Source: an optimization exercise on an open RTL-to-GDS flow (aim: small area, a short achievable clock period and few clock cycles). Production flows keep margins and buffers that such runs may drop. RTL that was checked went through simulation tests only; none was proved equivalent to the original. No functional check of the RTL was part of run 7. No activity file was given, so power comes from the tool's default toggle rates.

==> flow/design.v <==
module bellmanford (reset, clock, GMAR1, GMDR1, GMAR2, GMDR2, IMAR, IMDR, WMAR1, WMAR2, WMDR1, WMDR2, WMWDR, WMWAR, WMWE, OMAR, OMDR, OMWAR, OMWDR, OMWE, NegCycle, Finish);
input clock,reset;
output wire [12:0] GMAR1;
input wire [127:0] GMDR1;
output wire [12:0] GMAR2;
input wire [127:0] GMDR2;
output reg [12:0] IMAR;
input wire [7:0] IMDR;
output wire [12:0] WMAR1;
input wire [127:0] WMDR1;
output wire [12:0] WMAR2;
input wire [127:0] WMDR2;
output wire [12:0] WMWAR;
output wire [127:0] WMWDR;
output wire WMWE;
output wire [12:0] OMAR;
output wire [15:0] OMDR;
assign OMAR = 13'b0;
assign OMDR = 16'b0;
output reg [12:0] OMWAR;
output reg [15:0] OMWDR;
output wire OMWE;
output reg NegCycle;
output reg Finish;
localparam [3:0] QS = 4'd0,    
                 NS = 4'd1,    
                 E  = 4'd2,    
                 NX = 4'd3,    
                 PK = 4'd4,    
                 OA = 4'd5,    
                 OB = 4'd6,    
                 OC = 4'd7,    
                 OD = 4'd8,    
                 DN = 4'd9,    
                 NG = 4'd10;   
reg [3:0] st;
reg [5:0] Nm1;         
reg [5:0] U;           
reg [7:0] DistU;
reg [5:0] iv;          
reg [7:0] nw;          
reg [5:0] icnt;        
reg [2:0] fslot;       
reg [12:0] fline;      
reg [5:0] passm1;      
reg ncc;               
reg nproc;             
reg [63:0] dirty;      
reg [5:0] nxt;         
reg nxt_all;
reg qfirst;            
reg nxt_has;
reg fresh;             
reg [5:0] wa;          
reg wv;                
reg ep, rst_d;         
always @(posedge clock) begin
    rst_d <= reset;
    if (reset && !rst_d) ep <= !ep;
end
function [7:0] add8;   
    input [7:0] a, b;
    reg [7:0] g, p, g1, p1, g2, p2, g3;
    integer k;
    begin
        g = a & b;
        p = a ^ b;
        for (k = 0; k < 8; k = k + 1) begin
            g1[k] = (k >= 1) ? (g[k] | (p[k] & g[k-1])) : g[k];
            p1[k] = (k >= 1) ? (p[k] & p[k-1]) : p[k];
        end
        for (k = 0; k < 8; k = k + 1) begin
            g2[k] = (k >= 2) ? (g1[k] | (p1[k] & g1[k-2])) : g1[k];
            p2[k] = (k >= 2) ? (p1[k] & p1[k-2]) : p1[k];
        end
        for (k = 0; k < 8; k = k + 1)
            g3[k] = (k >= 4) ? (g2[k] | (p2[k] & g2[k-4])) : g2[k];
        add8 = p ^ {g3[6:0], 1'b0};
    end
endfunction
function lt8;          
    input [7:0] a, b;
    reg [7:0] l, e;
    reg [3:0] l1, e1;
    reg [1:0] l2, e2;
    integer k;
    begin
        l = ~a & b;
        e = ~(a ^ b);
        for (k = 0; k < 4; k = k + 1) begin
            l1[k] = l[2*k+1] | (e[2*k+1] & l[2*k]);
            e1[k] = e[2*k+1] & e[2*k];
        end
        for (k = 0; k < 2; k = k + 1) begin
            l2[k] = l1[2*k+1] | (e1[2*k+1] & l1[2*k]);
            e2[k] = e1[2*k+1] & e1[2*k];
        end
        lt8 = l2[1] | (e2[1] & l2[0]);
    end
endfunction
function lt6;          
    input [5:0] a, b;
    begin
        lt6 = lt8({2'b00, a}, {2'b00, b});
    end
endfunction
wire [7:0] rdist2 = WMDR2[21:14];
wire valid2 = WMDR2[13:0] == {ep, IMAR};
wire relax = (st == E) && (!valid2 || lt8(nw ^ 8'h80, rdist2 ^ 8'h80));
function [6:0] pe8;    
    input [7:0] x;
    begin
        casez (x)
            8'b???????1: pe8 = {1'b1, 3'b0, 3'd0};
            8'b??????10: pe8 = {1'b1, 3'b0, 3'd1};
            8'b?????100: pe8 = {1'b1, 3'b0, 3'd2};
            8'b????1000: pe8 = {1'b1, 3'b0, 3'd3};
            8'b???10000: pe8 = {1'b1, 3'b0, 3'd4};
            8'b??100000: pe8 = {1'b1, 3'b0, 3'd5};
            8'b?1000000: pe8 = {1'b1, 3'b0, 3'd6};
            8'b10000000: pe8 = {1'b1, 3'b0, 3'd7};
            default:     pe8 = 7'd0;
        endcase
    end
endfunction
function [6:0] pe64;   
    input [63:0] x;
    reg [7:0] g;
    reg [6:0] gi, t;
    reg [2:0] li;
    integer k;
    begin
        li = 3'd0;
        for (k = 0; k < 8; k = k + 1) g[k] = |x[8*k +: 8];
        gi = pe8(g);
        for (k = 0; k < 8; k = k + 1) begin
            t = pe8(x[8*k +: 8]);
            if (gi[2:0] == k) li = t[2:0];
        end
        pe64 = {gi[6], gi[2:0], li};
    end
endfunction
function [63:0] above;   
    input [5:0] a;
    integer k;
    begin
        for (k = 0; k < 64; k = k + 1) above[k] = (k > a);
    end
endfunction
wire [63:0] mask1 = nxt_all ? 64'hffffffffffffffff : above(nxt);
wire [6:0] pe_u = pe64(dirty & mask1);
wire wa_c = wv && lt6(U, wa);
wire iv_c = relax && lt6(U, iv);
wire wa_lt = !nxt_has || lt6(wa, nxt);
wire iv_lt = !nxt_has || lt6(iv, nxt);
wire iv_lt_wa = lt6(iv, wa);
wire keep_nxt = !(wa_c && wa_lt) && !(iv_c && iv_lt);   
wire abv_has = nxt_has || wa_c || iv_c;
wire [5:0] abv_alt = (iv_c && (!wa_c || iv_lt_wa)) ? iv : wa;
wire has_d = |dirty;
wire clr_u = (st == NS) || fresh;
wire [63:0] dirty_n = (st == QS) ? 64'd0 :
    ((dirty & ~({63'd0, clr_u} << U)) | ({63'd0, relax} << iv));
always @(posedge clock) dirty <= dirty_n;
wire [5:0] nmin = keep_nxt ? nxt : abv_alt;
wire nmin_has = abv_has;
wire done = (st == NX) || (st == E && icnt == 6'd0);
wire ahead = (st == E) && (icnt == 6'd0);
wire [5:0] Ur = ahead ? nxt : U;
assign GMAR1 = (st == QS) ? 13'd0 : {7'd0, Ur};
assign GMAR2 = (st == NS || ahead) ? GMDR1[12:0] : fline;
assign WMAR1 = {7'd0, Ur};
assign WMAR2 = {7'd0, iv};
assign WMWE = relax || (st == NS && qfirst);
assign WMWAR = {7'd0, (st == E) ? iv : U};
assign WMWDR = {100'd0, U, (st == E) ? nw : 8'd0, ep, IMAR};
assign OMWE = (st == OA) || (st == OB) || (st == OC) || (st == OD);
always @(*) begin
    case (st)
        OA: OMWDR = {8'd0, rdist2};
        OB: OMWDR = {8'd0, IMDR};
        OC: OMWDR = {10'd0, iv} + 16'd1;
        default: OMWDR = (IMDR == 8'hff) ? 16'hffff : 16'h0000;
    endcase
end
reg [13:0] slotw;
always @(*) begin
    case (fslot)
        3'd0: slotw = {GMDR2[125:120], GMDR2[119:112]};
        3'd1: slotw = {GMDR2[109:104], GMDR2[103:96]};
        3'd2: slotw = {GMDR2[93:88], GMDR2[87:80]};
        3'd3: slotw = {GMDR2[77:72], GMDR2[71:64]};
        3'd4: slotw = {GMDR2[61:56], GMDR2[55:48]};
        3'd5: slotw = {GMDR2[45:40], GMDR2[39:32]};
        3'd6: slotw = {GMDR2[29:24], GMDR2[23:16]};
        default: slotw = {GMDR2[13:8], GMDR2[7:0]};
    endcase
end
wire [5:0] L = GMDR2[117:112];
wire [7:0] dN = WMDR1[21:14];
wire nfirst = (st != E) || ahead;
wire [7:0] nwn = add8(nfirst ? ((st == NS && qfirst) ? 8'd0 : dN) : DistU,
                      nfirst ? GMDR2[103:96] : slotw[7:0]);
wire [5:0] v1 = GMDR2[109:104] - 6'd1;    
always @(posedge clock) begin
    if (reset) begin
        st <= QS;
        IMAR <= 13'd0;
        OMWAR <= 13'd0;
        Finish <= 1'b0;
        NegCycle <= 1'b0;
    end else begin
        case (st)
        QS: begin
            Nm1 <= GMDR1[5:0] - 6'd2;
            U <= IMDR[5:0] - 6'd1;
            nxt <= IMDR[5:0] - 6'd1;
            nxt_all <= 1'b0;
            qfirst <= 1'b1;
            passm1 <= 6'd0;
            ncc <= 1'b1;
            nproc <= 1'b0;
            IMAR <= IMAR + 13'd1;
            st <= NS;
        end
        NS: begin
            DistU <= qfirst ? 8'd0 : WMDR1[21:14];
            nw <= nwn;
            qfirst <= 1'b0;
            wv <= 1'b0;
            nxt <= pe_u[5:0];
            nxt_has <= pe_u[6];
            if (U == Nm1) nproc <= 1'b1;
            iv <= v1;
            icnt <= L - 6'd1;
            fslot <= 3'd2;
            fline <= GMDR1[12:0];
            st <= (L == 6'd0) ? NX : E;
        end
        E: begin
            nxt <= nmin;
            nxt_has <= nmin_has;
            wv <= relax;
            wa <= iv;
            if (relax) begin
                ncc <= 1'b1;
            end
            if (icnt != 6'd0) begin
                iv <= slotw[13:8] - 6'd1;
                nw <= nwn;
                icnt <= icnt - 6'd1;
                fslot <= fslot + 3'd1;
                if (fslot == 3'd7) fline <= fline + 13'd1;
            end
        end
        NX: begin
            wv <= 1'b0;
        end
        PK: begin
            iv <= IMDR[5:0] - 6'd1;
            U <= pe_u[5:0];
            nxt <= pe_u[5:0];
            nxt_all <= 1'b0;
            if (passm1 == 6'd0 && !nproc && has_d) begin
                st <= NS;
            end else if (!ncc || !has_d) begin
                st <= OA;
            end else if (passm1 == Nm1) begin
                st <= NG;
            end else begin
                passm1 <= passm1 + 6'd1;
                ncc <= 1'b0;
                st <= NS;
            end
        end
        OA: begin
            OMWAR <= OMWAR + 13'd1;
            iv <= WMDR2[27:22];
            st <= OB;
        end
        OB: begin
            OMWAR <= OMWAR + 13'd1;
            IMAR <= IMAR + 13'd1;
            st <= OC;
        end
        OC: begin
            OMWAR <= OMWAR + 13'd1;
            iv <= WMDR2[27:22];
            if (WMDR2[27:22] == iv) st <= OD;    
        end
        OD: begin
            OMWAR <= OMWAR + 13'd1;
            if (IMDR == 8'hff) begin
                IMAR <= IMAR + 13'd1;
                st <= QS;
            end else begin
                Finish <= 1'b1;
                st <= DN;
            end
        end
        DN: begin
        end
        NG: begin
            NegCycle <= 1'b1;
        end
        default: st <= QS;
        endcase
        fresh <= 1'b0;
        if (ahead) begin
            nxt <= pe_u[5:0];
            nxt_has <= pe_u[6];
            DistU <= dN;
            nw <= nwn;
            if (nxt == Nm1 && nxt_has) nproc <= 1'b1;
            iv <= v1;
            icnt <= L - 6'd1;
            fslot <= 3'd2;
            fline <= GMDR1[12:0];
        end
        if (done) begin
            if (abv_has) begin
                if (keep_nxt && nxt_has && st == E && !(relax && iv == nxt)) begin
                    U <= nxt;
                    fresh <= 1'b1;
                    st <= (L == 6'd0) ? NX : E;
                end else begin
                    U <= keep_nxt ? nxt : abv_alt;
                    nxt <= keep_nxt ? nxt : abv_alt;
                    st <= NS;
                end
            end else begin
                nxt_all <= 1'b1;
                st <= PK;
            end
        end
    end
end
endmodule
==> flow/run.sh <==
#!/bin/bash
# synth_recipe.tcl (not shown) runs the flow's synth.tcl, then flattens the netlist and writes it again
# the make line also repeats each setting of config.mk as NAME=value (left out here)
make -C /OpenROAD-flow-scripts/flow DESIGN_CONFIG=/design/flow/config.mk WORK_HOME=/design/flow/orfs CLKGATE_MAP_FILE= SYNTH_SCRIPT=/design/flow/synth_recipe.tcl finish
==> flow/config.mk <==
export PLATFORM = sky130hd
export DESIGN_NAME = bellmanford
export DESIGN_NICKNAME = bellmanford
export VERILOG_FILES = /design/flow/design.v
export SDC_FILE = /design/flow/constraint.sdc
export NUM_CORES = 4
export LEC_CHECK = 0
export CAP_MARGIN = 20
export CORE_AREA = 5 5 275 275
export DIE_AREA = 0 0 280 280
export SETUP_SLACK_MARGIN = 1.5
export SLEW_MARGIN = 20
export TNS_END_PERCENT = 100
==> flow/constraint.sdc <==
create_clock -name core_clock -period 5.0 [get_ports {clock}]
set_input_delay 1.0000 -clock core_clock [delete_from_list [all_inputs] [get_ports {clock}]]
set_output_delay 1.0000 -clock core_clock [all_outputs]
set_load 0.01 [all_outputs]
==> run notes, run 1 <==
Max-cap violations 0; Std-Cell Rows 99; area of the multi-input gates 10200 µm²; Chip Width 280 µm; CP endpoint WMWE; die area 78400 µm²; Slew Limit Fails 0; most frequent cell after synthesis nand2_1; met1 Track Usage GR 19.9%; worst rel slew slack 28.7%; Seq/Total Area, Yosys 28.4%; Worst Tran Pin Value 1060 ps; Area Overhead vs Synth 32.9%; worst-path maximum fanout 2; router iterations before antenna repair 6; endpoints failing setup 0; DRC viols 0; dominant cell type by area after synthesis edfxtp_1; CTS tree done; cts bufs inserted 17; vias per inst 4.87; FF-to-FF path depth 11; Chip Height 280 µm; Worst-Skew Late Latency 470 ps; final hold vios 0; P_sw 2.85 mW; worst min path class register to register; placer congestion estimate 0.958; Final min period 3530 ps; Register Area 4420 µm²; vias 15800; CTS root buf clkbuf_16; detailed-route wire length 66.0 mm; layout cells sized above 1 16.0%; core area 72600 µm²; dominant synthesized flop cell dfxtp_1; routed len/inst 20.4 µm; r2r setup slk 1510 ps; Synth Register Bits 179; hold_buf cts 0; grt ovf 0; initial core utilization 21.4%; reg-to-reg startpoint nxt[5]; most common library cells after synthesis 191 x nand2_1, 184 x buf_4, 171 x o21ai_0, 150 x a21oi_1, 146 x nor2_1; CP Launch Point WMDR2[21]; vias in the first global route 15200; Clock Sinks 179; Cells after Synth 1940; busiest grt layer met2; PortBufs 281; LEAKAGE 7.81 nW; clk buf depth 2; largest net degree at the start of global routing 67; Final TNS setup 0 ps; top cell type's share of synthesized area 15.9%; largest cells by area after synthesis edfxtp_1 16%, dfxtp_1 13%, buf_4 8.9%; GRT Resource Usage Total 15.9%; detailed placer's ending HPWL 50.7 mm; crit end category output port; signal arrival time at the worst endpoint 2530 ps; Sequential Power Share 28.9%; Reg clk slew, reported paths 70 ps; Comb pwr share 50.9%; Mapped Area 15500 µm²; syn_area_per_cell 7.99 µm²; Clk pwr share 20.1%; critical path startpoint category input port; Worst Skew 21.1 ps; number of routed nets with antenna violations 0; sw frac 43.3%; Final period util 70.7%; GR Layer Usage met3 3.65%; Nets 2852; status timing/DRC/antenna clean; Post-synth EDFFs 82; Fill cells 7891; unrepaired setup endpoints after global routing true; io pins 790; CP required 4000 ps; wire length of the first global-routing pass 95.9 mm; fmax 283 MHz; met2 usage 26.6%; PwrDens 319 nW/µm²; Async SR Flop Fraction 0%; cell area after layout 20600 µm²; initial antenna violation count 1; H-Tree Depth 4; number of DRC markers in iteration 0 1853; FF-to-FF End U[0]; hold_sp Finish; maximum vdd drop 0.000202 V; Power Internal 3.73 mW; warnings from Yosys 1; library cells used by synthesis 94; Worst Setup Path Type input port to output port; Placed Area 18900 µm²
[through the flow]
stage | util, % | cells | setup slack (ps) | hold slack [ps] | power (mW)
detailed placement | 26.0 | 3122 | 384 | 487 | 4.91
global placement | 26.0 | 3122 | 373 | 462 | 4.90
CTS | 27.8 | 3212 | 1350 | 506 | 6.44
floorplan | - | 2096 | 1480 | 462 | 3.77
finish | 28.4 | 3241 | 1470 | 494 | 6.58
global route | 28.4 | 3240 | 1420 | 533 | 6.92
[worst max-delay path: stages]
cell	delay [ps]
buf_8	100
inv_4	40
ha_4	190
buf_6	120
nand3_4	100
nand4_1	80
or4_4	550
o21ai_4	160
nand2_2	60
buf_6	130
[cells by family (layout without fill, tap and decap cells)]
kind of cell	count (synthesis)	after routing	synth area share (%)
buffers and inverters	345	529	13.1
XOR/XNOR	104	104	5.87
AO/OA/AOI/OAI	547	548	22.4
multiplexers	64	64	4.53
AND/OR/NAND/NOR	638	638	20.6
adder cells (fa/ha/maj)	62	62	5.05
other	1	158	0.0242
flip-flops	179	179	28.4
[timing repair]
item / CTS / global route
resized for setup: 164 / 78
endpoints found under the setup margin: 77 / 47
cloned: 2 / 0
endpoints found under the hold margin: 0 / 0
buffers inserted: 56 / 28
pin swaps: 38 / 34
[cells in the final DEF, fill, tap and decap left out, types with 19 or more instances in the layout]
master / instances
xnor2_1: 58
buf_4: 133
a22oi_1: 24
xor2_1: 42
mux2_2: 50
clkdlybuf4s50_1: 213
and2_1: 27
inv_1: 52
o21ai_0: 159
and3_1: 19
nand4_1: 23
nand2_1: 188
nor2_1: 139
nor3_1: 26
ha_1: 56
dfxtp_1: 94
dlygate4sd2_1: 43
conb_1: 157
nand3_1: 57
a21oi_1: 142
edfxtp_1: 82
a31oi_1: 20
[worst min-delay path by stage]
stage,to,slack (ps),cells after the start
6_report,Finish,490,2
5_1_grt,ep,530,1
4_1_cts,dirty[60],510,2
3_5_place_dp,Finish,490,2
3_3_place_gp,Finish,460,2
2_1_floorplan,dirty[46],460,2
[sequential cells by signal (all words and copies together), names as in the netlist, 3 cells and up]
name and flops:
DistU 8, IMAR 13, Nm1 6, OMWAR 13, U 6, dirty 64, fline 13, fslot 3
icnt 6, iv 6, nw 8, nxt 6, passm1 6, st 4, wa 6
[layer usage]
layer	up-vias	wire, µm
met2	820	31600
li1	7378	-
met4	2	2550
met1	7462	26200
met5	-	12
met3	124	5650
[final cells by class]
cell class / count / share of cell area (%)
multi-input combinational: 1573 / 49.3
inverter: 63 / 1.17
clock inverter: 13 / 0.583
antenna: 1 / 0.0121
tap: 959 / 5.82
clock buffer: 19 / 2.10
timing repair buffer: 434 / 19.6
sequential: 179 / 21.4
[power by group through the flow]
stage	clock [mW]	combinational (mW)	sequential, mW
after global routing	1.39	3.61	1.92
final	1.32	3.35	1.90
after floorplan	0	1.89	1.88
after detailed placement	0	2.92	1.99
after CTS	1.34	3.19	1.90
after global placement	0	2.91	1.99
Testbench counts, summed over its fixed seeds: cycles 23,209.
==> run 2, diff against run 1 <==
--- a/flow/config.mk
+++ b/flow/config.mk
@@ -7,7 +7,6 @@
 export LEC_CHECK = 0
 export CAP_MARGIN = 20
-export CORE_AREA = 5 5 275 275
-export DIE_AREA = 0 0 280 280
+export CORE_AREA = 3 3 269 269
+export DIE_AREA = 0 0 272 272
 export SETUP_SLACK_MARGIN = 1.5
 export SLEW_MARGIN = 20
-export TNS_END_PERCENT = 100
==> run 2 against run 1 <==
Area after synthesis unchanged. Sequential cell count is the same. Worst hold slack better by 8.7 ps. Utilization up 2.1 points. Power increased by 2.7%. Maximum frequency decreased by 1.9%. Global-route usage grew 1.1 points. Combinational power grew 3%. Sequential share of layout area decreased by 0.55 points. Non-clock buffer count rose by 35. Sequential power about the same. First-iteration DRC count fell by 2.2%. Critical path type is now input port to register. Highest routed layer unchanged.
==> run notes, run 2 <==
Fill cells 7384 (-6.4%); GRT Resource Usage Total 17.0% (+1.1 points); Layout Cells excl Fill 3247 (+0.19%); endpoints failing setup 0 (unchanged); Std-Cell Rows 96 (-3.0%); PwrDens 320 nW/µm² (+0.17%); dominant synthesized flop cell dfxtp_1; initial core utilization 22.4% (+1.0 points); Biggest register dirty; Cells after Synth 1940 (unchanged); dominant cell type by area after synthesis edfxtp_1; final core utilization 30.5% (+2.1 points); vias 16100 (+2.1%); Placed Area 18900 µm² (about the same); Nets 2886 (+1.2%); layout cells sized above 1 18.3% (+2.3 points); Final period util 72.1% (+1.4 points); most frequent cells in the layout 208 x clkdlybuf4s50_1, 185 x nand2_1, 157 x o21ai_0, 157 x conb_1, 147 x buf_4; Worst path slowest cell or3_4; Mapped Area 15500 µm² (unchanged); crit end category register; die area 74000 µm² (-5.6%); most common library cells after synthesis 191 x nand2_1, 184 x buf_4, 171 x o21ai_0, 150 x a21oi_1, 146 x nor2_1; vias in the first global route 15000 (-1.6%); Final TNS setup 0 ps (unchanged); maximum vdd drop 0.000226 V (+12%); Slew Limit Fails 0 (unchanged); number of routed nets with antenna violations 0 (unchanged); pre-CTS setup slack 202 ps (-182 ps); most frequent cell after synthesis nand2_1; Async SR Flop Fraction 0% (unchanged); largest net degree at the start of global routing 67 (unchanged); Final min period 3600 ps (+69.4 ps); Clock Sinks 179 (unchanged); largest cells by area after synthesis edfxtp_1 16%, dfxtp_1 13%, buf_4 8.9%; H-Tree Depth 4 (unchanged); final hold vios 0 (unchanged); Max-cap violations 0 (unchanged); unrepaired setup endpoints after global routing true; most common cell after layout, fill and taps aside clkdlybuf4s50_1; Chip Width 272 µm (-2.9%); Post-synth EDFFs 82 (unchanged); Reg clk slew, reported paths 80 ps (about the same); worst-path maximum fanout 8 (+6); Area Overhead vs Synth 36.3%; Worst Setup Path Type input port to register; cell area after layout 21100 µm² (+2.6%); Synth Register Bits 179 (unchanged); syn_area_per_cell 7.99 µm² (unchanged); LEAKAGE 8.14 nW (+4.3%); number of DRC markers in iteration 0 1812 (-2.2%); initial antenna violation count 2 (+1); worst rel slew slack 40.5% (+12 points); placer congestion estimate 0.971 (+1.4%); PortBufs 281 (unchanged); wire length of the first global-routing pass 95.4 mm (-0.60%); CTS tree done; warnings from Yosys 1 (unchanged); grt ovf 0 (unchanged); CTS root buf clkbuf_16; worst min path class register to register; max FFs per register 64 (unchanged); Worst Tran Pin Value 885 ps (-177 ps); Seq/Total Area, Yosys 28.4% (unchanged); Worst Skew 15.9 ps (-5.27 ps); vias per inst 4.97 (+2.0%); router iterations before antenna repair 6 (unchanged); clk buf depth 2 (unchanged); io pins 790 (unchanged); library cells used by synthesis 94 (unchanged); top cell type's share of synthesized area 15.9% (unchanged); Placed Instances 3094 (-0.90%); detailed placer's ending HPWL 50.7 mm (about the same); max incr delay on CP 360 ps (-190 ps); core area 69300 µm² (-4.5%); Chip Height 272 µm (-2.9%); DRC viols 0 (unchanged); most used cell, CP buf_4; status timing/DRC/antenna clean; fmax 277 MHz (-1.9%); critical path startpoint category input port; crit-path cells buf_6 > ha_4 > nand4_1 > buf_4 > nor2_4 > buf_6 > buf_4 > buf_4 > buf_4 > buf_4 > buf_4 > buf_4 > buf_4 > buf_4 > buf_4 > buf_4 > buf_4 > a21oi_2 > nor2_2 > nand4_1 > buf_6 > or3_4 > a21oi_2; detailed-route wire length 67.6 mm (+2.3%); cts bufs inserted 17 (unchanged); post-layout worst setup margin 1400 ps (-69.4 ps); routed len/inst 20.8 µm (+2.1%); Worst-Skew Late Latency 470 ps (about the same); signal arrival time at the worst endpoint 4010 ps (+1480 ps); CP required 5400 ps (+1400 ps)
run 2: worst max-delay path: cells and delay by family:
kind,cells,cell delay (ps)
buffers and inverters,15,1660
AND/OR/NAND/NOR,5,1050
AO/OA/AOI/OAI,2,180
adder cells (fa/ha/maj),1,110
run 2: path summary, 6_finish.rpt:
check	startpoint	endpoint	slack, ps	cells past startpoint
max	IMDR[0]	IMAR[9]	1400	23
min	Finish	Finish	500	2
max reg2reg	icnt[0]	nw[7]	1510	16
min reg2reg	Finish	Finish	500	2
run 2: layout make-up:
type	count	area [µm²]	share of cell area [%]
well taps	931	1160	5.51
diodes	1	2.50	0.0118
multi-input cells	1572	10300	48.6
clock buffers	18	429	2.03
repair buffers	469	4440	21.0
flip-flops and latches	179	4410	20.9
clock inverters	14	173	0.817
inverters	63	246	1.17
run 2: metal layers:
metal | share of wire [%] | vias up | global-route usage [%]
met5 | 0.031 | - | 0
met2 | 48 | 909 | 29.2
met1 | 38 | 7593 | 20.0
met4 | 4.8 | 4 | 7.19
met3 | 9.1 | 168 | 4.36
li1 | - | 7451 | -
run 2: timing repair:
item,in CTS,in global routing
setup endpoints to repair,89,56
pin swaps,41,49
hold buffers,0,0
gates cloned,1,0
gates resized for setup,181,140
endpoints found under the hold margin,0,0
setup buffers,81,38
run 2: cells by family (layout without fill, tap and decap cells):
| group | Yosys count | in the layout | share of synthesized area, % |
|---|---|---|---|
| xor+xnor | 104 | 104 | 5.87 |
| flops | 179 | 179 | 28.4 |
| buf+inv | 345 | 564 | 13.1 |
| simple gates | 638 | 638 | 20.6 |
| mux | 64 | 64 | 4.53 |
| compound gates | 547 | 547 | 22.4 |
| fa+ha+maj | 62 | 62 | 5.05 |
| other cells | 1 | 158 | 0.0242 |
run 2: metrics by stage:
stage	power, mW	hold WS [ps]
after CTS	6.58	491
after detailed placement	4.92	464
after floorplan	3.77	462
after global placement	4.91	460
after global routing	7.06	522
final	6.76	503
run 2: power by group:
part | switching [mW] | internal (mW) | total (mW)
sequential | 0.148 | 1.74 | 1.89
clock | 0.670 | 0.754 | 1.42
combinational | 2.06 | 1.38 | 3.44
==> run 3, diff against run 2 <==
--- a/flow/config.mk
+++ b/flow/config.mk
@@ -7,6 +7,6 @@
 export LEC_CHECK = 0
 export CAP_MARGIN = 20
-export CORE_AREA = 3 3 269 269
-export DIE_AREA = 0 0 272 272
+export CORE_AREA = 5 5 355 195
+export DIE_AREA = 0 0 360 200
 export SETUP_SLACK_MARGIN = 1.5
 export SLEW_MARGIN = 20
==> run 3 against run 2 <==
Final cell count shrank 0.62%. Sequential power is essentially flat. Design area shrank 0.27%. Non-clock buffer count grew 21.
==> run notes, run 3 <==
dominant cell type by area after synthesis edfxtp_1; Placed Instances 3067 (-0.87%); LEAKAGE 8.17 nW (+0.28%); Clk pwr share 19.8% (-1.3 points); sw frac 44.1% (+1.5 points); GRT Resource Usage Total 19.3% (+2.3 points); Chip Height 200 µm (-26%); Slew Limit Fails 0 (unchanged); Seq/Total Area, Yosys 28.4% (unchanged); Final TNS setup 0 ps (unchanged); Final period util 75.0% (+2.9 points); PwrDens 330 nW/µm² (+3.3%); Power Total 6.96 mW (+3.0%); Area Overhead vs Synth 36.0%; largest net degree at the start of global routing 67 (unchanged); clk buf depth 2 (unchanged); maximum vdd drop 0.000303 V (+34%); largest cells by area after synthesis edfxtp_1 16%, dfxtp_1 13%, buf_4 8.9%; vias 16500 (+2.6%); Final min period 3750 ps (+145 ps); initial core utilization 23.6% (+1.3 points); router iterations before antenna repair 8 (+2); vias in the first global route 14900 (-0.60%); Worst Skew 24.6 ps (+8.78 ps); Reg clk slew, reported paths 80 ps (about the same); H-Tree Depth 4 (unchanged); signal arrival time at the worst endpoint 3930 ps (-80 ps); worst rel slew slack 43.8% (+3.4 points); CP required 5180 ps (-220 ps); Sequential Power Share 27.4% (-0.6 points); endpoints failing setup 0 (unchanged); DRC viols 0 (unchanged); top cell type's share of synthesized area 15.9% (unchanged); most common library cells after synthesis 191 x nand2_1, 184 x buf_4, 171 x o21ai_0, 150 x a21oi_1, 146 x nor2_1; Chip Width 360 µm (+32%); Async SR Flop Fraction 0% (unchanged); Comb pwr share 52.8% (+1.9 points); grt ovf 0 (unchanged); status timing/DRC/antenna clean; critical path startpoint category register; Mapped Area 15500 µm² (unchanged); Cells after Synth 1940 (unchanged); most frequent cell after synthesis nand2_1; initial antenna violation count 1 (-1); Crit path buffers/inverters 6 (-9); library cells used by synthesis 94 (unchanged); Worst Setup Path Type register to register; Post-synth EDFFs 82 (unchanged); PortBufs 281 (unchanged); Synth Register Bits 179 (unchanged); core area 65600 µm² (-5.3%); worst-path maximum fanout 13 (+5); cts bufs inserted 17 (unchanged); fmax 267 MHz (-3.9%); hold_buf cts 0 (unchanged); unrepaired setup endpoints after global routing true; Worst path slowest cell edfxtp_1; placer congestion estimate 1.02 (+5.5%); detailed placer's ending HPWL 57.4 mm (+13%); number of routed nets with antenna violations 0 (unchanged); Worst-Skew Late Latency 460 ps (about the same); crit end category register; Power Internal 3.89 mW (+0.35%); Biggest register dirty; Worst Tran Pin Value 842 ps (-42.1 ps); Max-cap violations 0 (unchanged); P_sw 3.07 mW (+6.6%); Nets 2907 (+0.73%); routed len/inst 23.1 µm (+11%); final hold vios 0 (unchanged); Std-Cell Rows 69 (-28%); worst min path class register to register; warnings from Yosys 1 (unchanged); most common cell after layout, fill and taps aside clkdlybuf4s50_1; Layout Cells excl Fill 3227 (-0.62%); detailed-route wire length 74.4 mm (+10%); wire length of the first global-routing pass 103 mm (+7.8%); vias per inst 5.13 (+3.2%); io pins 790 (unchanged); Clock Sinks 179 (unchanged); number of DRC markers in iteration 0 2390 (+32%); most frequent cells in the layout 199 x clkdlybuf4s50_1, 188 x nand2_1, 181 x buf_4; CTS root buf clkbuf_16; syn_area_per_cell 7.99 µm² (unchanged); most used cell, CP buf_4; die area 72000 µm² (-2.7%); crit-path cells buf_4 > buf_8 > nor3_2 > o21ai_1 > nand4_1 > nor4_4 > buf_4 > buf_4 > o21a_1 > buf_4 > buf_4 > a222oi_1 > o21ai_0; dominant synthesized flop cell dfxtp_1; delay-heaviest family, CP compound AO/OA/AOI/OAI gates; max FFs per register 64 (unchanged); CTS tree done; layout cells sized above 1 18.8% (+0.53 points); max incr delay on CP 530 ps (+170 ps)
run 3: cell counts after synthesis:
No cell type changed its count.
run 3: worst paths after layout:
path	endpoint	cells past startpoint	slack, ps	from
setup / recovery	nxt[4]	13	1250	nxt[5]
hold / removal	OMWAR[10]	2	520	OMWAR[10]
setup reg to reg	nxt[4]	13	1250	nxt[5]
hold reg to reg	OMWAR[10]	2	520	OMWAR[10]
run 3: layout make-up:
type                    count  area, µm²
diodes                      5       12.5
clock buffers              17        425
clock inverters            14        144
fillers                  6978      44500
inverters                  63        251
multi-input cells        1572      10200
flip-flops and latches    179       4420
well taps                 887       1110
repair buffers            490       4490
run 3: through the flow:
step | utilization (%) | setup WS, ps | area (µm²) | hold WS [ps]
final | 32.1 | 1250 | 21100 | 516
after detailed placement | 28.9 | 197 | 18900 | 490
after CTS | 30.7 | 1320 | 20200 | 515
after global routing | 32.1 | 1200 | 21100 | 524
after global placement | 28.9 | 194 | 18900 | 492
after floorplan | - | 1480 | 16200 | 462
run 3: power by group through the flow:
stage	combinational, mW	sequential (mW)	clock, mW
after global placement	3.02	1.99	0
after CTS	3.29	1.90	1.39
after global routing	3.91	1.92	1.46
after detailed placement	3.02	1.99	0
after floorplan	1.89	1.88	0
final	3.67	1.91	1.38
run 3: repair_timing:
action / in CTS / in global routing
setup buffers: 59 / 61
gates cloned: 2 / 2
setup endpoints to repair: 86 / 60
pin swaps: 49 / 59
gates resized for setup: 210 / 118
run 3: worst register-to-register path: stages, from the launching register on:
cell	delay (ps)
edfxtp_1	530
buf_4	180
buf_8	170
nor3_2	120
o21ai_1	360
nand4_1	340
nor4_4	510
buf_4	210
buf_4	110
o21a_1	170
buf_4	130
buf_4	120
a222oi_1	90
o21ai_0	450
run 3: metal layers:
metal	track usage [%]	part of all wire, %	vias to the layer above
met5	2.40	0.34	-
met4	2.57	1.0	6
met3	11.4	17	71
met2	24.4	37	1138
met1	27.8	45	7825
li1	-	-	7505
run 3: logic make-up after synthesis:
| kind of cell | synth area share (%) |
|---|---|
| AOI/OAI and AO/OA | 22.4 |
| xor gates and xnor gates | 5.87 |
| adders and majority gates | 5.05 |
| buffers and inverters | 13.1 |
| DFF | 28.4 |
| muxes | 4.53 |
| other | 0.0242 |
| and+or+nand+nor | 20.6 |
==> run 4, diff against run 3 <==
--- a/flow/config.mk
+++ b/flow/config.mk
@@ -7,6 +7,8 @@
 export LEC_CHECK = 0
 export CAP_MARGIN = 20
-export CORE_AREA = 5 5 355 195
-export DIE_AREA = 0 0 360 200
+export CELL_PAD_IN_SITES_DETAIL_PLACEMENT = 0
+export CELL_PAD_IN_SITES_GLOBAL_PLACEMENT = 0
+export CORE_AREA = 5 5 275 275
+export DIE_AREA = 0 0 280 280
 export SETUP_SLACK_MARGIN = 1.5
 export SLEW_MARGIN = 20
==> run 4 against run 3 <==
Sequential share of layout area rose by 0.48 points. Via count fell by 4.6%. Setup slack improved by 210 ps. Design area fell by 2.2%. Sequential power barely moved. Synthesized cell count did not move. Register-to-register slack improved by 260 ps. Maximum frequency rose by 6.1%. Utilization fell by 3.7 points. Worst hold slack got worse by 22 ps. Critical path type is now input port to output port.
==> run notes, run 4 <==
H-Tree Depth 4 (unchanged); Area Overhead vs Synth 32.9%; Worst Tran Pin Value 1060 ps (+219 ps); reg-to-reg startpoint nxt[5]; Final TNS setup 0 ps (unchanged); critical path startpoint category input port; Worst-Skew Late Latency 470 ps (about the same); r2r setup slk 1510 ps (+260 ps); most used cell, CP buf_6; syn_area_per_cell 7.99 µm² (unchanged); most frequent cells in the layout 213 x clkdlybuf4s50_1, 188 x nand2_1, 159 x o21ai_0; hold_sp Finish; Slew Limit Fails 0 (unchanged); PortBufs 281 (unchanged); Crit path buffers/inverters 4 (-2); largest net degree at the start of global routing 67 (unchanged); worst-path maximum fanout 2 (-11); worst min path class register to register; max FFs per register 64 (unchanged); io pins 790 (unchanged); Worst Skew 21.1 ps (-3.51 ps); initial core utilization 21.4% (-2.3 points); Final min period 3530 ps (-215 ps); vias in the first global route 15200 (+2.2%); Mapped Area 15500 µm² (unchanged); core area 72600 µm² (+11%); layout cells sized above 1 16.0% (-2.8 points); GRT Resource Usage Total 15.9% (-3.4 points); Nets 2852 (-1.9%); number of DRC markers in iteration 0 1853 (-22%); router iterations before antenna repair 6 (-2); detailed-route wire length 66.0 mm (-11%); vias per inst 4.87 (-5.0%); signal arrival time at the worst endpoint 2530 ps (-1400 ps); Worst path slowest cell or4_4; Clock Sinks 179 (unchanged); Placed Area 18900 µm² (-0.21%); placer congestion estimate 0.958 (-6.5%); Final period util 70.7% (-4.3 points); Synth Register Bits 179 (unchanged); top cell type's share of synthesized area 15.9% (unchanged); post-layout worst setup margin 1470 ps (+215 ps); Std-Cell Rows 99 (+43%); DRC viols 0 (unchanged); initial antenna violation count 1 (unchanged); fmax 283 MHz (+6.1%); Post-synth EDFFs 82 (unchanged); end of the worst hold path Finish; crit-path cells buf_8 > inv_4 > ha_4 > buf_6 > nand3_4 > nand4_1 > or4_4 > o21ai_4 > nand2_2 > buf_6; hold path cells 2 (unchanged); CTS root buf clkbuf_16; Cells after Synth 1940 (unchanged); FF-to-FF End U[0]; unrepaired setup endpoints after global routing true; clk buf depth 2 (unchanged); CTS tree done; most common cell after layout, fill and taps aside clkdlybuf4s50_1; most frequent cell after synthesis nand2_1; Seq/Total Area, Yosys 28.4% (unchanged); largest cells by area after synthesis edfxtp_1 16%, dfxtp_1 13%, buf_4 8.9%; final hold vios 0 (unchanged); dominant cell type by area after synthesis edfxtp_1; FF-to-FF path depth 11 (-2); Max-cap violations 0 (unchanged); Reg clk slew, reported paths 70 ps (about the same); Chip Width 280 µm (-22%); Biggest register dirty; pre-CTS setup slack 384 ps (+187 ps); maximum vdd drop 0.000202 V (-33%); LEAKAGE 7.81 nW (-4.4%); worst rel slew slack 28.7% (-15 points); number of routed nets with antenna violations 0 (unchanged); most common library cells after synthesis 191 x nand2_1, 184 x buf_4, 171 x o21ai_0, 150 x a21oi_1, 146 x nor2_1; PwrDens 319 nW/µm² (-3.4%); max incr delay on CP 550 ps (+20 ps); Worst Setup Path Type input port to output port; cts bufs inserted 17 (unchanged); hold_buf cts 0 (unchanged); grt ovf 0 (unchanged); endpoints failing setup 0 (unchanged); routed len/inst 20.4 µm (-12%); Chip Height 280 µm (+40%); vias 15800 (-4.6%); Async SR Flop Fraction 0% (unchanged); delay-heaviest family, CP simple AND/OR/NAND/NOR gates; dominant synthesized flop cell dfxtp_1; crit end category output port; warnings from Yosys 1 (unchanged); library cells used by synthesis 94 (unchanged); wire length of the first global-routing pass 95.9 mm (-6.7%); cell area after layout 20600 µm² (-2.2%); final hold slack 494 ps (-21.9 ps); detailed placer's ending HPWL 50.7 mm (-12%); CP required 4000 ps (-1180 ps); die area 78400 µm² (+8.9%); status timing/DRC/antenna clean
-- run 4: worst max path at each step --
stage          cells after the start       end  startpoint
5_1_grt                           10      WMWE   WMDR2[21]
6_report                          10      WMWE   WMDR2[21]
3_5_place_dp                       9  OMWDR[3]     IMDR[0]
4_1_cts                           10      WMWE   WMDR2[21]
3_3_place_gp                       9  OMWDR[3]     IMDR[0]
2_1_floorplan                     16     nw[7]    fslot[2]
-- run 4: logic make-up after synthesis --
group           synth area share, %
simple gates                   20.6
compound gates                 22.4
buf+inv                        13.1
flops                          28.4
xor+xnor                       5.87
mux                            4.53
fa+ha+maj                      5.05
other cells                  0.0242
-- run 4: cell type report --
class	instances	area [µm²]
multi-input cells	1573	10200
flip-flops and latches	179	4420
well taps	959	1200
inverters	63	241
clock inverters	13	120
diodes	1	2.50
clock buffers	19	433
fillers	7891	52000
repair buffers	434	4040
-- run 4: worst register-to-register path: cells and delay by family (launching register included) --
kind / cells / cell delay [ps]
AND/OR/NAND/NOR: 3 / 1180
AO/OA/AOI/OAI: 6 / 1180
flip-flops: 1 / 520
buffers and inverters: 2 / 370
-- run 4: timing repair --
action | in CTS | in global routing
endpoints found under the setup margin | 77 | 47
gates resized for setup | 164 | 78
cloned | 2 | 0
buffers inserted | 56 | 28
pin swaps | 38 | 34
-- run 4: stage by stage --
| stage | util (%) | power (mW) | std cells |
|---|---|---|---|
| 6_report | 28.4 | 6.58 | 3241 |
| 5_1_grt | 28.4 | 6.92 | 3240 |
| 4_1_cts | 27.8 | 6.44 | 3212 |
| 3_5_place_dp | 26.0 | 4.91 | 3122 |
| 3_3_place_gp | 26.0 | 4.90 | 3122 |
| 2_1_floorplan | - | 3.77 | 2096 |
-- run 4: power by group --
part           internal [mW]  total (mW)  switching (mW)
combinational           1.34        3.35            2.01
clock                  0.654        1.32           0.670
sequential              1.74        1.90           0.161
-- run 4: layer usage --
metal / share of wire (%) / global-route usage, % / vias up
met5: 0.018 / 0 / -
met4: 3.9 / 6.08 / 2
met3: 8.5 / 3.65 / 124
met2: 48 / 26.6 / 820
met1: 40 / 19.9 / 7462
li1: - / - / 7378
==> run 5, diff against run 4 <==
--- a/flow/config.mk
+++ b/flow/config.mk
@@ -7,8 +7,7 @@
 export LEC_CHECK = 0
 export CAP_MARGIN = 20
-export CELL_PAD_IN_SITES_DETAIL_PLACEMENT = 0
-export CELL_PAD_IN_SITES_GLOBAL_PLACEMENT = 0
 export CORE_AREA = 5 5 275 275
 export DIE_AREA = 0 0 280 280
+export GPL_ROUTABILITY_DRIVEN = 0
 export SETUP_SLACK_MARGIN = 1.5
 export SLEW_MARGIN = 20
==> run 5 against run 4 <==
Still clean. Setup slack lost 75 ps. Routed wire length grew 1.3%. Area after synthesis stayed put. Maximum frequency decreased by 2.1%. Critical path type unchanged. Critical endpoint unchanged. Largest power group unchanged.
==> run notes, run 5 <==
initial antenna violation count 5 (+4); PortBufs 281 (unchanged); Mapped Area 15500 µm² (unchanged); detailed-route wire length 66.9 mm (+1.3%); Final TNS setup 0 ps (unchanged); Clock Sinks 179 (unchanged); worst rel slew slack 23.1% (-5.6 points); number of routed nets with antenna violations 0 (unchanged); H-Tree Depth 4 (unchanged); Worst Skew 17.9 ps (-3.23 ps); Post-synth EDFFs 82 (unchanged); Final period util 72.2% (+1.5 points); worst min path class register to register; dominant cell type by area after synthesis edfxtp_1; Final min period 3610 ps (+74.5 ps); critical path startpoint category input port; Comb pwr share 51.1% (+0.2 points); sw frac 41.6% (-1.7 points); library cells used by synthesis 94 (unchanged); vias in the first global route 15200 (+0.053%); Worst Tran Pin Value 1140 ps (+82.9 ps); layout cells sized above 1 18.4% (+2.4 points); Async SR Flop Fraction 0% (unchanged); final hold vios 0 (unchanged); CTS tree done; signal arrival time at the worst endpoint 2610 ps (+80 ps); warnings from Yosys 1 (unchanged); Std-Cell Rows 99 (unchanged); final hold slack 492 ps (-2.13 ps); top cell type's share of synthesized area 15.9% (unchanged); pre-CTS setup slack 271 ps (-113 ps); routed len/inst 20.4 µm (+0.36%); Sequential Power Share 27.4% (-1.5 points); PwrDens 327 nW/µm² (+2.6%); most common cell after layout, fill and taps aside clkdlybuf4s50_1; FF-to-FF End nxt[0]; vias per inst 4.96 (+1.9%); r2r setup slk 1450 ps (-60 ps); Fill cells 7853 (-0.48%); unrepaired setup endpoints after global routing true; most common library cells after synthesis 191 x nand2_1, 184 x buf_4, 171 x o21ai_0, 150 x a21oi_1, 146 x nor2_1; initial core utilization 21.4% (unchanged); max FFs per register 64 (unchanged); Seq/Total Area, Yosys 28.4% (unchanged); status timing/DRC/antenna clean; Nets 2882 (+1.1%); DRC viols 0 (unchanged); wire length of the first global-routing pass 95.3 mm (-0.63%); Chip Height 280 µm (unchanged); most frequent cells in the layout 211 x clkdlybuf4s50_1, 187 x nand2_1, 157 x conb_1; clk buf depth 2 (unchanged); CTS root buf clkbuf_16; reg-to-reg startpoint nxt[5]; P_sw 2.89 mW (+1.5%); largest net degree at the start of global routing 67 (unchanged); end of the worst hold path Finish; hold_sp Finish; core area 72600 µm² (unchanged); Reg clk slew, reported paths 80 ps (about the same); Synth Register Bits 179 (unchanged); Chip Width 280 µm (unchanged); router iterations before antenna repair 7 (+1); worst-path maximum fanout 2 (unchanged); LEAKAGE 8.17 nW (+4.6%); crit end category output port; fmax 277 MHz (-2.1%); Max-cap violations 0 (unchanged); GRT Resource Usage Total 15.7% (-0.13 points); hold path cells 2 (unchanged); syn_area_per_cell 7.99 µm² (unchanged); Biggest register dirty; die area 78400 µm² (unchanged); Clk pwr share 21.5% (+1.4 points); number of DRC markers in iteration 0 1892 (+2.1%); io pins 790 (unchanged); detailed placer's ending HPWL 50.5 mm (-0.46%); most frequent cell after synthesis nand2_1; maximum vdd drop 0.000210 V (+3.8%); dominant synthesized flop cell dfxtp_1; Worst Setup Path Type input port to output port; vias 16200 (+2.9%); cts bufs inserted 17 (unchanged); endpoints failing setup 0 (unchanged); Power Internal 4.06 mW (+8.8%); Cells after Synth 1940 (unchanged); largest cells by area after synthesis edfxtp_1 16%, dfxtp_1 13%, buf_4 8.9%; FF-to-FF path depth 14 (+3); post-layout worst setup margin 1390 ps (-74.5 ps); Slew Limit Fails 0 (unchanged); CP required 4000 ps (about the same); Worst-Skew Late Latency 460 ps (about the same); grt ovf 0 (unchanged); Area Overhead vs Synth 36.8%
-- run 5: cells by family after synthesis --
group	count (synthesis)	share of synthesized area (%)
flops	179	28.4
fa+ha+maj	62	5.05
simple gates	638	20.6
other cells	1	0.0242
compound gates	547	22.4
mux	64	4.53
buf+inv	345	13.1
xor+xnor	104	5.87
-- run 5: power groups by stage --
stage               combinational (mW)  sequential (mW)  clock, mW
finish                            3.55             1.90       1.49
global route                      3.79             1.92       1.57
CTS                               3.24             1.90       1.51
detailed placement                2.96             1.97          0
global placement                  2.94             1.96          0
floorplan                         1.89             1.88          0
-- run 5: per-layer routing --
layer  up-vias  wire length [µm]  track usage [%]
met5         -                22                0
met4         6              2870             6.14
met3       165              6000             3.95
met2       917             32000             26.4
met1      7691             26000             19.4
li1       7458                 -                -
-- run 5: worst max-delay path by stage --
stage / start / end / slack, ps
floorplan: fslot[2] / nw[7] / 1480
global placement: WMDR2[21] / nxt[0] / 310
detailed placement: WMDR2[21] / nxt[0] / 270
CTS: WMDR2[21] / WMWE / 1300
global route: WMDR2[21] / WMWE / 1360
finish: WMDR2[21] / WMWE / 1390
-- run 5: worst max-delay path, cell delays in order --
cell	delay [ps]
buf_8	100
inv_4	50
ha_4	200
a21oi_2	130
buf_4	160
nand4_1	90
or4_4	490
o21ai_4	180
nand2_1	80
buf_6	130
-- run 5: per-stage QoR --
stage                     cells  util, %  cell area, µm²  total power [mW]
after floorplan            2096        -           16200              3.77
after global placement     3126     26.1           18900              4.91
after detailed placement   3126     26.1           18900              4.92
after CTS                  3222     28.1           20400              6.65
after global routing       3270     29.2           21200              7.28
final                      3272     29.2           21200              6.95
-- run 5: cell type report --
| type | count | area (µm²) | share of cell area, % |
|---|---|---|---|
| tap | 959 | 1200 | 5.65 |
| inverter | 63 | 243 | 1.14 |
| sequential | 179 | 4420 | 20.8 |
| clock inverter | 14 | 201 | 0.949 |
| antenna | 2 | 5.00 | 0.0236 |
| multi-input combinational | 1572 | 10300 | 48.5 |
| clock buffer | 18 | 429 | 2.02 |
| timing repair buffer | 465 | 4440 | 20.9 |
-- run 5: repair_timing --
action,4_1_cts,5_1_grt
pin swaps,33,46
hold buffers,0,0
buffers inserted,62,45
gates cloned,2,3
setup endpoints to repair,94,50
resized for setup,209,125
==> run 6, diff against run 5 <==
--- a/flow/config.mk
+++ b/flow/config.mk
@@ -6,8 +6,8 @@
 export NUM_CORES = 4
 export LEC_CHECK = 0
+export ABC_CLOCK_PERIOD_IN_PS = 3000
 export CAP_MARGIN = 20
 export CORE_AREA = 5 5 275 275
 export DIE_AREA = 0 0 280 280
-export GPL_ROUTABILITY_DRIVEN = 0
 export SETUP_SLACK_MARGIN = 1.5
 export SLEW_MARGIN = 20
==> run 6 against run 5 <==
Global-route usage grew 0.13 points. Utilization fell by 0.83 points. Combinational power shrank 5.6%. Critical path depth is the same. Largest cell class unchanged.
==> run notes, run 6 <==
status timing/DRC/antenna clean; vias in the first global route 15200 (-0.053%); Seq/Total Area, Yosys 28.4% (unchanged); dominant cell type by area after synthesis edfxtp_1; most frequent cell after synthesis nand2_1; hold_buf cts 0 (unchanged); library cells used by synthesis 94 (unchanged); P_sw 2.85 mW (-1.5%); Async SR Flop Fraction 0% (unchanged); io pins 790 (unchanged); final hold vios 0 (unchanged); worst-path maximum fanout 2 (unchanged); warnings from Yosys 1 (unchanged); clk buf depth 2 (unchanged); Worst Setup Path Type input port to output port; max incr delay on CP 550 ps (+60 ps); fmax 283 MHz (+2.1%); most used cell, CP buf_6; most common cell after layout, fill and taps aside clkdlybuf4s50_1; placer congestion estimate 0.958; cts bufs inserted 17 (unchanged); endpoints failing setup 0 (unchanged); Synth Register Bits 179 (unchanged); detailed placer's ending HPWL 50.7 mm (+0.46%); syn_area_per_cell 7.99 µm² (unchanged); most common library cells after synthesis 191 x nand2_1, 184 x buf_4, 171 x o21ai_0, 150 x a21oi_1, 146 x nor2_1; initial core utilization 21.4% (unchanged); main combinational cell family by area after synthesis compound AO/OA/AOI/OAI gates; Final min period 3530 ps (-74.5 ps); Worst Tran Pin Value 1060 ps (-82.9 ps); grt ovf 0 (unchanged); post-layout worst setup margin 1470 ps (+74.5 ps); FF-to-FF path depth 11 (-3); layout cells sized above 1 16.0% (-2.4 points); worst rel slew slack 28.7% (+5.6 points); post-synthesis share of cell area spent on xor and xnor gates 5.87% (unchanged); detailed-route wire length 66.0 mm (-1.3%); max FFs per register 64 (unchanged); dominant synthesized flop cell dfxtp_1; Worst path slowest cell or4_4; CTS root buf clkbuf_16; core area 72600 µm² (unchanged); Mapped Area 15500 µm² (unchanged); Synth Area in Simple Gates 20.6% (unchanged); Biggest register dirty; sw frac 43.3% (+1.7 points); Comb pwr share 50.9% (-0.2 points); adder-cell share of the synthesized area 5.05% (unchanged); vias 15800 (-2.8%); Power Internal 3.73 mW (-8.1%); Reg clk slew, reported paths 70 ps (about the same); vias per inst 4.87 (-1.8%); largest net degree at the start of global routing 67 (unchanged); Clk pwr share 20.1% (-1.4 points); end of the worst hold path Finish; Synth Area in Compound Gates 22.4% (unchanged); number of routed nets with antenna violations 0 (unchanged); worst min path class register to register; crit-path cells buf_8 > inv_4 > ha_4 > buf_6 > nand3_4 > nand4_1 > or4_4 > o21ai_4 > nand2_2 > buf_6; largest cells by area after synthesis edfxtp_1 16%, dfxtp_1 13%, buf_4 8.9%; wire length of the first global-routing pass 95.9 mm (+0.63%); Max-cap violations 0 (unchanged); unrepaired setup endpoints after global routing true; Chip Height 280 µm (unchanged); signal arrival time at the worst endpoint 2530 ps (-80 ps); GRT Resource Usage Total 15.9% (+0.13 points); Post-synth EDFFs 82 (unchanged); reg-to-reg startpoint nxt[5]; Nets 2852 (-1.0%); Worst Skew 21.1 ps (+3.23 ps); critical path startpoint category input port; PortBufs 281 (unchanged); routed len/inst 20.4 µm (-0.35%); CTS tree done; LEAKAGE 7.81 nW (-4.4%); top cell type's share of synthesized area 15.9% (unchanged); Sequential Power Share 28.9% (+1.5 points); r2r setup slk 1510 ps (+60 ps); maximum vdd drop 0.000202 V (-3.6%); die area 78400 µm² (unchanged); hold_sp Finish; H-Tree Depth 4 (unchanged); mux cell area share after synthesis 4.53% (unchanged); crit end category output port; Slew Limit Fails 0 (unchanged); Std-Cell Rows 99 (unchanged); hold path cells 2 (unchanged); PwrDens 319 nW/µm² (-2.6%); Final TNS setup 0 ps (unchanged); number of DRC markers in iteration 0 1853 (-2.1%); Worst-Skew Late Latency 470 ps (about the same); Area Overhead vs Synth 32.9%; router iterations before antenna repair 6 (-1); Final period util 70.7% (-1.5 points); Chip Width 280 µm (unchanged); Cells after Synth 1940 (unchanged); CP required 4000 ps (about the same); Clock Sinks 179 (unchanged); FF-to-FF End U[0]; most frequent cells in the layout 213 x clkdlybuf4s50_1, 188 x nand2_1, 159 x o21ai_0; initial antenna violation count 1 (-4); DRC viols 0 (unchanged); pre-CTS setup slack 384 ps (+113 ps)
==> run 6: repair_timing <==
item | CTS | global route
endpoints found under the hold margin | 0 | 0
setup endpoints to repair | 77 | 47
setup buffers | 56 | 28
pin swaps | 38 | 34
gates resized for setup | 164 | 78
cloned | 2 | 0
==> run 6: area by class of cell <==
type	instances	area, µm²
fillers	7891	52000
multi-input cells	1573	10200
flip-flops and latches	179	4420
repair buffers	434	4040
well taps	959	1200
clock buffers	19	433
inverters	63	241
clock inverters	13	120
diodes	1	2.50
==> run 6: worst max-delay path by stage <==
stage / from / endpoint / slack, ps
final: WMDR2[21] / WMWE / 1470
after global routing: WMDR2[21] / WMWE / 1420
after CTS: WMDR2[21] / WMWE / 1350
after detailed placement: IMDR[0] / OMWDR[3] / 380
after global placement: IMDR[0] / OMWDR[3] / 370
after floorplan: fslot[2] / nw[7] / 1480
==> run 6: layer usage <==
| layer | track usage [%] | up-vias | part of all wire, % |
|---|---|---|---|
| met3 | 3.65 | 124 | 8.5 |
| met5 | 0 | - | 0.018 |
| met2 | 26.6 | 820 | 48 |
| met1 | 19.9 | 7462 | 40 |
| met4 | 6.08 | 2 | 3.9 |
| li1 | - | 7378 | - |
==> run 6: logic make-up after synthesis <==
logic type | Yosys count
and+or+nand+nor | 638
AOI/OAI and AO/OA | 547
muxes | 64
buffers and inverters | 345
other | 1
xor gates and xnor gates | 104
adders and majority gates | 62
DFF | 179
==> run 6: worst max-delay path: cells and delay by family <==
kind,cells,cell delay (ps)
AOI/OAI and AO/OA,1,160
adders and majority gates,1,190
buffers and inverters,4,390
and+or+nand+nor,4,790
==> run 6: power groups by stage <==
stage          clock (mW)  combinational [mW]  sequential [mW]
3_5_place_dp            0                2.92             1.99
3_3_place_gp            0                2.91             1.99
2_1_floorplan           0                1.89             1.88
6_report             1.32                3.35             1.90
4_1_cts              1.34                3.19             1.90
5_1_grt              1.39                3.61             1.92
==> run 6: through the flow <==
step / cells / total power [mW] / instance area, µm² / hold slack, ps / util (%)
finish: 3241 / 6.58 / 20600 / 494 / 28.4
global route: 3240 / 6.92 / 20600 / 533 / 28.4
CTS: 3212 / 6.44 / 20200 / 506 / 27.8
detailed placement: 3122 / 4.91 / 18900 / 487 / 26.0
global placement: 3122 / 4.90 / 18900 / 462 / 26.0
floorplan: 2096 / 3.77 / 16200 / 462 / -
==> run 7, diff against run 6 <==
--- a/flow/design.v
+++ b/flow/design.v
@@ -202,4 +202,6 @@
 wire [7:0] nwn = add8(nfirst ? ((st == NS && qfirst) ? 8'd0 : dN) : DistU,
                       nfirst ? GMDR2[103:96] : slotw[7:0]);
+wire [7:0] nwr = add8(nw, GMDR2[103:96]);
+wire selfn = relax && (iv == nxt);
 wire [5:0] v1 = GMDR2[109:104] - 6'd1;    
 always @(posedge clock) begin
@@ -310,6 +312,6 @@
             nxt <= pe_u[5:0];
             nxt_has <= pe_u[6];
-            DistU <= dN;
-            nw <= nwn;
+            DistU <= selfn ? nw : dN;
+            nw <= selfn ? nwr : nwn;
             if (nxt == Nm1 && nxt_has) nproc <= 1'b1;
             iv <= v1;
@@ -320,5 +322,5 @@
         if (done) begin
             if (abv_has) begin
-                if (keep_nxt && nxt_has && st == E && !(relax && iv == nxt)) begin
+                if (keep_nxt && nxt_has && st == E) begin
                     U <= nxt;
                     fresh <= 1'b1;
==> run 7 against run 6 <==
Final cell count rose by 2.5%. Global-route usage rose by 0.40 points. Critical path depth is 1 lower. Synthesized cell count increased by 2.4%. Design area rose by 2.3%. Sequential share of layout area is 0.52 points lower. Largest power group unchanged. Clock power is 9% higher. Utilization up 0.66 points. Count of clock-buffer cells in the layout grew 1. Critical path type unchanged.
==> run notes, run 7 <==
Worst path slowest cell nor4_4; initial core utilization 21.5% (+0.17 points); vias per inst 4.93 (+1.2%); Final min period 3540 ps (+5.63 ps); cts bufs inserted 17 (unchanged); core area 72600 µm² (unchanged); Chip Width 280 µm (unchanged); dominant synthesized flop cell dfxtp_1; Worst Skew 17.8 ps (-3.31 ps); status timing/DRC/antenna clean; die area 78400 µm² (unchanged); library cells used by synthesis 87 (-7.4%); clk buf depth 2 (unchanged); worst-path maximum fanout 2 (unchanged); H-Tree Depth 4 (unchanged); GRT Resource Usage Total 16.3% (+0.40 points); Synth Register Bits 179 (unchanged); max incr delay on CP 330 ps (-220 ps); fmax 282 MHz (-0.16%); router iterations before antenna repair 7 (+1); Clock Sinks 179 (unchanged); hold path cells 2 (unchanged); CTS root buf clkbuf_16; warnings from Yosys 1 (unchanged); io pins 790 (unchanged); Worst Setup Path Type input port to output port; FF-to-FF path depth 11 (unchanged); Worst Tran Pin Value 1100 ps (+36.7 ps); endpoints failing setup 0 (unchanged); max FFs per register 64 (unchanged); vias 16400 (+3.7%); largest net degree at the start of global routing 67 (unchanged); reg-to-reg startpoint nxt[5]; syn_area_per_cell 7.87 µm² (-1.6%); CTS tree done; final hold vios 0 (unchanged); worst min path class register to register; detailed placer's ending HPWL 52.1 mm (+2.7%); FF-to-FF End nxt[0]; crit-path cells clkdlybuf4s15_1 > ha_2 > nand3_4 > nand4_1 > nor4_4 > buf_4 > a21oi_4 > nand2b_4 > buf_6; Reg clk slew, reported paths 80 ps (about the same); most frequent cell after synthesis nand2_1; Std-Cell Rows 99 (unchanged); routed len/inst 20.5 µm (+0.71%); final core utilization 29.1% (+0.66 points); Fill cells 7776 (-1.5%); most common cell after layout, fill and taps aside nand2_1; unrepaired setup endpoints after global routing true; Worst-Skew Late Latency 480 ps (about the same); critical path startpoint category input port; Final period util 70.8% (+0.11 points); delay-heaviest family, CP simple AND/OR/NAND/NOR gates; final hold slack 485 ps (-9.66 ps); crit end category output port; initial antenna violation count 10 (+9); pre-CTS setup slack 221 ps (-163 ps); dominant cell type by area after synthesis edfxtp_1; grt ovf 0 (unchanged); layout cells sized above 1 17.7% (+1.7 points); r2r setup slk 1460 ps (-50 ps); post-layout worst setup margin 1460 ps (-5.63 ps); signal arrival time at the worst endpoint 2540 ps (about the same); PwrDens 249 nW/µm² (-22%); wire length of the first global-routing pass 98.2 mm (+2.4%); Seq/Total Area, Yosys 28.2% (-0.23 points); largest cells by area after synthesis edfxtp_1 16%, dfxtp_1 12%, buf_4 8.6%; DRC viols 0 (unchanged); number of routed nets with antenna violations 0 (unchanged); most common library cells after synthesis 227 x nand2_1, 190 x o21ai_0, 179 x buf_4, 157 x nor2_1, 139 x a21oi_1; Async SR Flop Fraction 0% (unchanged); most frequent cells in the layout 222 x nand2_1, 198 x clkdlybuf4s50_1, 174 x o21ai_0; Biggest register dirty; worst rel slew slack 26.5% (-2.2 points); detailed-route wire length 68.2 mm (+3.2%); LEAKAGE 8.41 nW (+7.7%); Cells after Synth 1987 (+2.4%); Final TNS setup 0 ps (unchanged); Slew Limit Fails 0 (unchanged); Chip Height 280 µm (unchanged); CP required 4000 ps (about the same); end of the worst hold path Finish; Max-cap violations 0 (unchanged); Post-synth EDFFs 82 (unchanged); top cell type's share of synthesized area 15.8% (-0.13 points); number of DRC markers in iteration 0 1769 (-4.5%); Area Overhead vs Synth 35.0%; PortBufs 281 (unchanged); hold_sp Finish; maximum vdd drop 0.000256 V (+26%); Mapped Area 15600 µm² (+0.80%); Nets 2937 (+3.0%); placer congestion estimate 0.953 (-0.55%); vias in the first global route 15500 (+1.9%); Crit path buffers/inverters 3 (-1)
## run 7: cell count changes after synthesis, moves of 10 or more
| cell | previous run | this run |
|---|---|---|
| a21oi_1 | 150 | 139 |
| and2_1 | 29 | 17 |
| clkbuf_1 | 80 | 67 |
| nand2_1 | 191 | 227 |
| nor2_1 | 146 | 157 |
| o21ai_0 | 171 | 190 |
| o221ai_1 | 3 | 13 |
| o31ai_1 | 13 | 2 |
## run 7: power by group
part / internal (mW) / switching (mW)
clock network: 0.751 / 0.687
logic: 0.858 / 1.21
registers: 1.64 / 0.105
## run 7: logic make-up after synthesis
kind of cell / synth area share, %
AO/OA/AOI/OAI: 22.0
other: 0.0240
flip-flops: 28.2
AND/OR/NAND/NOR: 20.8
XOR/XNOR: 6.16
buffers and inverters: 12.8
multiplexers: 4.41
adder cells (fa/ha/maj): 5.62
## run 7: repair_timing
action | CTS | global route
pin swaps | 29 | 50
gates cloned | 2 | 0
hold buffers | 0 | 0
buffers inserted | 71 | 33
resized for setup | 213 | 156
setup endpoints to repair | 97 | 67
## run 7: worst max-delay path by stage
stage | start | to | slack, ps | cells past startpoint
floorplan | fslot[2] | nw[7] | 1500 | 17
global placement | WMDR2[21] | WMWE | 200 | 11
detailed placement | WMDR2[21] | WMWE | 220 | 11
CTS | WMDR2[21] | WMWE | 1300 | 11
global route | icnt[3] | GMAR2[10] | 1350 | 11
finish | WMDR2[19] | WMWE | 1460 | 9
## run 7: metrics by stage
step | total power [mW] | instances | area (µm²)
after floorplan | 2.88 | 2143 | 16200
after global placement | 3.57 | 3180 | 19100
after detailed placement | 3.58 | 3180 | 19100
after CTS | 5.15 | 3285 | 20500
after global routing | 5.48 | 3319 | 21100
final | 5.25 | 3321 | 21100
## run 7: cell type report
| type | instances | area [µm²] | share of cell area [%] |
|---|---|---|---|
| diodes | 3 | 7.51 | 0.0356 |
| clock buffers | 20 | 468 | 2.22 |
| clock inverters | 12 | 134 | 0.635 |
| inverters | 72 | 275 | 1.30 |
| multi-input cells | 1617 | 10400 | 49.3 |
| flip-flops and latches | 179 | 4410 | 20.9 |
| well taps | 959 | 1200 | 5.69 |
| repair buffers | 459 | 4190 | 19.9 |
## run 7: worst register-to-register path: cells and delay by family, from the launching register on
kind	cells	cell delay, ps
compound gates	5	1140
flops	1	510
buf+inv	2	300
simple gates	4	1390
## run 7: routing by layer
metal  vias up  track usage, %  routed length, µm
met4        14            4.63               1820
met3       141            4.16               6340
met1      7727            20.9              27800
met2       902            27.1              32100
li1       7589               -                  -
met5         -               0                 99

==> static timing again, ports no longer ideal <==
The results above use ideal ports. As a check the final layouts listed here were re-extracted and re-timed, cells and wires unchanged.
Step 1, drivers: a clkbuf_16 drives clock and a buf_2 each remaining input, both assumed.
Step 2 moves the port delays by t, midway between the first and last clock arrival at a register: inputs arrive t later, outputs are due t later. That takes back most of the time a late clock gives input paths.
Three values: ideal, step 1, step 2; two values: the first two.
| run | shift t [ns] | setup slack, ns | worst setup path at the end |
|---|---|---|---|
| run 1 | 0.509 | 1.465 / 1.412 / 1.107 | input to register |
| run 2 | 0.519 | 1.396 / 1.345 / 0.863 | input to register |
| run 3 | 0.509 | 1.251 / 1.251 / 0.884 | input to register |
| run 4 | 0.509 | 1.465 / 1.412 / 1.107 | input to register |
| run 5 | 0.506 | 1.391 / 1.324 / 0.997 | input to register |
| run 6 | 0.509 | 1.465 / 1.412 / 1.107 | input to register |
| run 7 | 0.531 | 1.460 / 1.406 / 1.096 | input to register |
After both steps every run listed still meets setup and hold. The setup slack of run 2, which loses most, moves by -0.051 ns with the drivers and by -0.533 ns with both steps.
